This is an optimization exercise on Yosys and OpenROAD, whose aim is small area, not a production implementation.
The RTL was checked by simulation tests, not by an equivalence proof against the original design.
The clock port is modelled as an ideal driver; clocking choices that lean on that would not hold on a real chip.
Power and IR drop assume default switching activity.

## fp16_sum
module fp16_sum(input wire clk,input wire [15:0] num1,num2,output reg [15:0] out);
Size in the first run: about 480 cells after synthesis, roughly 86 flip-flops, ~49 I/O pins, roughly 3800 µm² of cells after synthesis.
clock: 4.5 ns
lec_check: 0
abc_area: 1
cap_margin: 20
core_margin: 2
core_utilization: 55
gpl_timing_driven: 0
slew_margin: 20
standard.sh (not shown) runs the stock make flow with config.mk's settings and CLKGATE_MAP_FILE= SYNTH_SCRIPT=/design/flow/synth_recipe.tcl, a recipe that flattens the netlist after the stock synthesis.
==> flow/flow/run.sh <==
#!/bin/bash
# The standard layout with these changes:
#  - synthesis maps with flow/abc.script and without the adder cell step;
#  - the port buffers are plain buf_1 cells;
#  - clock tree synthesis inserts no dummy loads;
#  - after clock tree synthesis, logic cells are downsized where timing allows
#    (flow/post_cts.tcl), and the global-route step recovers power (RECOVER_POWER).
set -euo pipefail
here=$(pwd)
inner=$(grep -o 'SYNTH_SCRIPT=[^ ]*' standard.sh | head -1 | cut -d= -f2-)
export OWN_INNER_SYNTH=$inner
export OWN_ABC_SCRIPT=$here/flow/abc.script
export BUFFER_PORTS_ARGS="-buffer_cell sky130_fd_sc_hd__buf_1"
export CTS_ARGS="-sink_clustering_enable -repair_clock_nets -dont_use_dummy_load"
export RECOVER_POWER=100
export POST_CTS_TCL=$here/flow/post_cts.tcl
sed "s#SYNTH_SCRIPT=[^ ]*#SYNTH_SCRIPT=$here/flow/synth.tcl ADDER_MAP_FILE=#" standard.sh > own.sh
bash own.sh > flow.log 2>&1
==> flow/flow/abc.script <==
strash
dch -f
map -D 3800 -B 0.2
strash
dch -f
map -D 3800 -B 0.2
topo
stime -c
buffer -c
upsize -c
dnsize -c
==> flow/flow/downsize.tcl <==
# Area recovery: give each logic cell the smallest drive strength of its
# function that keeps setup slack above a margin and adds no slew,
# capacitance or fanout violation. Registers keep their cell type.
proc own_cell_area {lib_cell_name} {
  set m [[ord::get_db] findMaster $lib_cell_name]
  return [expr {[$m getWidth] * [$m getHeight]}]
}
proc own_downsize {margin {parasitics -placement}} {
  estimate_parasitics $parasitics
  puts "area recovery: setup slack before [sta::worst_slack_cmd max]"
  set v0 [expr {[sta::max_slew_violation_count] + [sta::max_capacitance_violation_count] + [sta::max_fanout_violation_count]}]
  set saved 0
  set n 0
  foreach inst [get_cells *] {
    if {[catch {get_name [get_lib_cells -of_objects $inst]} cur]} { continue }
    if {![regexp {^(sky130_fd_sc_hd__[a-z0-9]+)_([0-9]+)$} $cur -> base drv]} { continue }
    if {[regexp {dfxtp|dfrtp|clkbuf|clkinv|tap|fill|decap|conb|dly} $base]} { continue }
    set best $cur
    set cands {}
    foreach lc [get_lib_cells ${base}_*] { lappend cands [get_name $lc] }
    foreach cand [lsort -dictionary $cands] {
      if {![regexp {^sky130_fd_sc_hd__[a-z0-9]+_([0-9]+)$} $cand -> cdrv]} { continue }
      if {$cdrv >= $drv} { continue }
      if {[own_cell_area $cand] >= [own_cell_area $best]} { continue }
      if {[[[ord::get_db] findMaster $cand] getWidth] > [[[ord::get_db] findMaster $cur] getWidth]} { continue }
      replace_cell $inst $cand
      set ok [expr {[sta::worst_slack_cmd max] >= $margin * 1e-9}]
      if {$ok} {
        set v [expr {[sta::max_slew_violation_count] + [sta::max_capacitance_violation_count] + [sta::max_fanout_violation_count]}]
        set ok [expr {$v <= $v0}]
      }
      if {$ok} {
        set saved [expr {$saved + [own_cell_area $best] - [own_cell_area $cand]}]
        set best $cand
        incr n
        break
      }
      replace_cell $inst $best
    }
  }
  puts "area recovery: $n cells downsized, [expr {$saved / 1e6}] um^2 saved, setup slack [sta::worst_slack_cmd max]"
}
==> flow/flow/post_cts.tcl <==
# After clock tree synthesis: area recovery by downsizing logic cells.
source [file join [file dirname [info script]] downsize.tcl]
own_downsize 0.4
==> flow/flow/synth.tcl <==
# The standard flow's synthesis script, with our own ABC script for the technology
# mapping (the registers and their names are unchanged).
proc abc {args} {
  set i [lsearch -exact $args -script]
  if {$i >= 0} { lset args [expr {$i + 1}] $::env(OWN_ABC_SCRIPT) }
  yosys abc {*}$args
}
source $::env(OWN_INNER_SYNTH)
The first run finished clean.
Change:
--- a/flow/flow/run.sh
+++ b/flow/flow/run.sh
@@ -4,5 +4,3 @@
 #  - the port buffers are plain buf_1 cells;
-#  - clock tree synthesis inserts no dummy loads;
-#  - after clock tree synthesis, logic cells are downsized where timing allows
-#    (flow/post_cts.tcl), and the global-route step recovers power (RECOVER_POWER).
+#  - clock tree synthesis inserts no dummy loads.
 set -euo pipefail
==> flow/flow/abc.script (replaced) <==
strash
dch -f
map -D 3400 -B 0.2
strash
dch -f
map -D 3400 -B 0.2
topo
stime -c
buffer -c
upsize -c
dnsize -c
--- a/flow/flow/downsize.tcl
+++ b/flow/flow/downsize.tcl
@@ -7,4 +7,4 @@
 }
-proc own_downsize {margin {parasitics -placement}} {
-  estimate_parasitics $parasitics
+proc own_downsize {margin} {
+  estimate_parasitics -placement
   puts "area recovery: setup slack before [sta::worst_slack_cmd max]"
==> flow/flow/post_cts.tcl (replaced) <==
# After clock tree synthesis: area recovery by downsizing logic cells.
source [file join [file dirname [info script]] downsize.tcl]
own_downsize 0.2
After rerunning: The changed run ran to the end with no violations; clock skew stays flat; final area went down by a few percent; via count went down slightly; wire length went down slightly; power went down slightly; combinational power went down slightly; core utilization went down by 1.6 points.
Change:
--- a/flow/flow/run.sh
+++ b/flow/flow/run.sh
@@ -4,3 +4,5 @@
 #  - the port buffers are plain buf_1 cells;
-#  - clock tree synthesis inserts no dummy loads.
+#  - clock tree synthesis inserts no dummy loads;
+#  - after clock tree synthesis, logic cells are downsized where timing allows
+#    (flow/post_cts.tcl), and the global-route step recovers power (RECOVER_POWER).
 set -euo pipefail
@@ -14,2 +16,3 @@
 export POST_CTS_TCL=$here/flow/post_cts.tcl
+export SKIP_INCREMENTAL_REPAIR=1
 sed "s#SYNTH_SCRIPT=[^ ]*#SYNTH_SCRIPT=$here/flow/synth.tcl ADDER_MAP_FILE=#" standard.sh > own.sh
--- a/flow/flow/downsize.tcl
+++ b/flow/flow/downsize.tcl
@@ -7,4 +7,4 @@
 }
-proc own_downsize {margin} {
-  estimate_parasitics -placement
+proc own_downsize {margin {parasitics -placement}} {
+  estimate_parasitics $parasitics
   puts "area recovery: setup slack before [sta::worst_slack_cmd max]"
==> flow/flow/post_cts.tcl (replaced) <==
# After clock tree synthesis: area recovery by downsizing logic cells.
source [file join [file dirname [info script]] downsize.tcl]
own_downsize 0.25
Effect: The changed run finished but failed the layout checks on negative setup slack; via count decreases slightly; combinational power decreases by a few percent; wire length decreases slightly; worst setup slack degrades by 540 ps; core utilization decreases by 1.6 points; cell count decreases slightly; clock-buffer cell count does not change; non-clock buffer count decreases by 4; flip-flop and latch count is unchanged.
Change:
--- a/flow/flow/run.sh
+++ b/flow/flow/run.sh
@@ -16,3 +16,2 @@
 export POST_CTS_TCL=$here/flow/post_cts.tcl
-export SKIP_INCREMENTAL_REPAIR=1
 sed "s#SYNTH_SCRIPT=[^ ]*#SYNTH_SCRIPT=$here/flow/synth.tcl ADDER_MAP_FILE=#" standard.sh > own.sh
==> flow/flow/abc.script (replaced) <==
strash
dch -f
map -D 3000 -B 0.2
strash
dch -f
map -D 3000 -B 0.2
topo
stime -c
buffer -c
upsize -c
dnsize -c
==> flow/flow/post_cts.tcl (replaced) <==
# After clock tree synthesis: area recovery by downsizing logic cells.
source [file join [file dirname [info script]] downsize.tcl]
own_downsize 0.4
What happened:
- Now the flow ran to the end with no violations
- area after synthesis is higher by 3.3%
- first-iteration DRC count is lower by 46%
- count of clock-buffer cells in the layout is unchanged
- utilization is higher by 1.1 points
Change:
--- a/flow/flow/run.sh
+++ b/flow/flow/run.sh
@@ -12,2 +12,3 @@
 export OWN_ABC_SCRIPT=$here/flow/abc.script
+export OWN_ABC_AREA_SCRIPT=$here/flow/abc_area.script
 export BUFFER_PORTS_ARGS="-buffer_cell sky130_fd_sc_hd__buf_1"
==> flow/flow/abc.script (replaced) <==
strash
dch -f
map -D 3400 -B 0.2
strash
dch -f
map -D 3400 -B 0.2
topo
stime -c
buffer -c
upsize -c
dnsize -c
==> flow/flow/abc_area.script (new file) <==
strash
dch -f
map -D 4000 -B 0.2
strash
dch -f
map -D 4000 -B 0.2
topo
stime -c
buffer -c
upsize -c
dnsize -c
==> flow/flow/synth.tcl (replaced) <==
# The standard flow's synthesis script, with our own ABC scripts for the technology
# mapping (the registers and their names are unchanged): the logic fed by
# the input ports is mapped for delay with flow/abc.script, the rest for
# area with flow/abc_area.script.
proc abc {args} {
  set i [expr {[lsearch -exact $args -script] + 1}]
  set a $args
  set b $args
  lset a $i $::env(OWN_ABC_SCRIPT)
  lset b $i $::env(OWN_ABC_AREA_SCRIPT)
  yosys select -set own_in i:* i:clk %d {%co*:-sky130_fd_sc_hd__dfxtp_1[D]}
  yosys select -set own_in_cells @own_in c:* %i t:sky130_fd_sc_hd__dfxtp_1 %d
  yosys abc {*}$a @own_in_cells
  yosys select -set own_rest c:* t:sky130_fd_sc_hd__* %d
  yosys abc {*}$b @own_rest
  yosys select -clear
}
source $::env(OWN_INNER_SYNTH)
Cell count decreases by about 1.5%.
Worst setup slack is worse by 49 ps.
Fmax decreases by about 1.2%.
Power increases by 7.8%.
Sequential cell count is unchanged.
Routed wire length decreases by about 4.5%.
Final area decreases by about 0.36%.
Global-route usage decreases by 1.7 points.
Change:
--- a/flow/flow/run.sh
+++ b/flow/flow/run.sh
@@ -4,5 +4,3 @@
 #  - the port buffers are plain buf_1 cells;
-#  - clock tree synthesis inserts no dummy loads;
-#  - after clock tree synthesis, logic cells are downsized where timing allows
-#    (flow/post_cts.tcl), and the global-route step recovers power (RECOVER_POWER).
+#  - clock tree synthesis inserts no dummy loads.
 set -euo pipefail
@@ -12,3 +10,2 @@
 export OWN_ABC_SCRIPT=$here/flow/abc.script
-export OWN_ABC_AREA_SCRIPT=$here/flow/abc_area.script
 export BUFFER_PORTS_ARGS="-buffer_cell sky130_fd_sc_hd__buf_1"
@@ -17,2 +14,3 @@
 export POST_CTS_TCL=$here/flow/post_cts.tcl
+export POST_GLOBAL_ROUTE_TCL=$here/flow/post_grt.tcl
 sed "s#SYNTH_SCRIPT=[^ ]*#SYNTH_SCRIPT=$here/flow/synth.tcl ADDER_MAP_FILE=#" standard.sh > own.sh
==> flow/flow/post_grt.tcl (new file) <==
# After global routing: area recovery by downsizing logic cells, timed with
# global-routing parasitics, then the changed nets are routed again.
source [file join [file dirname [info script]] downsize.tcl]
global_route -start_incremental
own_downsize 0.1 -global_routing
detailed_placement
global_route -end_incremental
estimate_parasitics -global_routing
write_guides $::env(RESULTS_DIR)/route.guide
==> flow/flow/synth.tcl (replaced) <==
# The standard flow's synthesis script, with our own ABC script for the technology
# mapping (the registers and their names are unchanged).
proc abc {args} {
  set i [lsearch -exact $args -script]
  if {$i >= 0} { lset args [expr {$i + 1}] $::env(OWN_ABC_SCRIPT) }
  yosys abc {*}$args
}
source $::env(OWN_INNER_SYNTH)
removed: flow/flow/abc_area.script
The changed run went through all stages and came out clean.
Flip-flop and latch count is unchanged.
Register-to-register slack is worse by 280 ps.
Die area shrinks by 3.1%.
Final cell count shrinks by 3.7%.
Routed wire length shrinks by 1.2%.
Design area shrinks by 1.6%.
Hold slack barely changes.
Count of clock-buffer cells in the layout stays the same.

-- separate check: timing with driven ports --
How much do the figures lean on ideal ports? The routed layouts below were timed once more, with nothing changed but the port constraints. Step 1 (the two cells are an assumption about what drives the block):
set clk [get_ports {clk}]
set_driving_cell -lib_cell sky130_fd_sc_hd__clkbuf_16 $clk
set_driving_cell -lib_cell sky130_fd_sc_hd__buf_2 [delete_from_list [all_inputs] $clk]
Step 2 also shifts input and output timing later by t, the mid clock arrival at the registers, as if the neighbouring blocks saw the same clock. a / b / c = ideal / step 1 / step 2; a / b = the first two.
| run | shift t [ns] | slack for setup (ns) | worst setup path after step 2 | worst register clock-pin slew, ns |
|---|---|---|---|---|
| the first run | 0.359 | 0.281 / 0.287 / -0.072 | input to register | 0.09 / 0.09 |
| the second run | 0.357 | 0.386 / 0.394 / 0.038 | input to register | 0.08 / 0.08 |
| the third run | 0.355 | -0.154 / -0.146 / -0.500 | input to register | 0.08 / 0.08 |
| the fourth run | 0.363 | 0.417 / 0.429 / 0.065 | input to register | 0.08 / 0.08 |
| the fifth run | 0.360 | 0.368 / 0.372 / 0.012 | input to register | 0.08 / 0.08 |
| the sixth run | 0.357 | 0.403 / 0.411 / 0.055 | input to register | 0.08 / 0.08 |
Met with ideal ports but missed after step 2: setup timing in the first run. For the fifth run, which loses most, drivers alone change the setup slack by +0.004 ns; drivers and shift together by -0.356 ns.
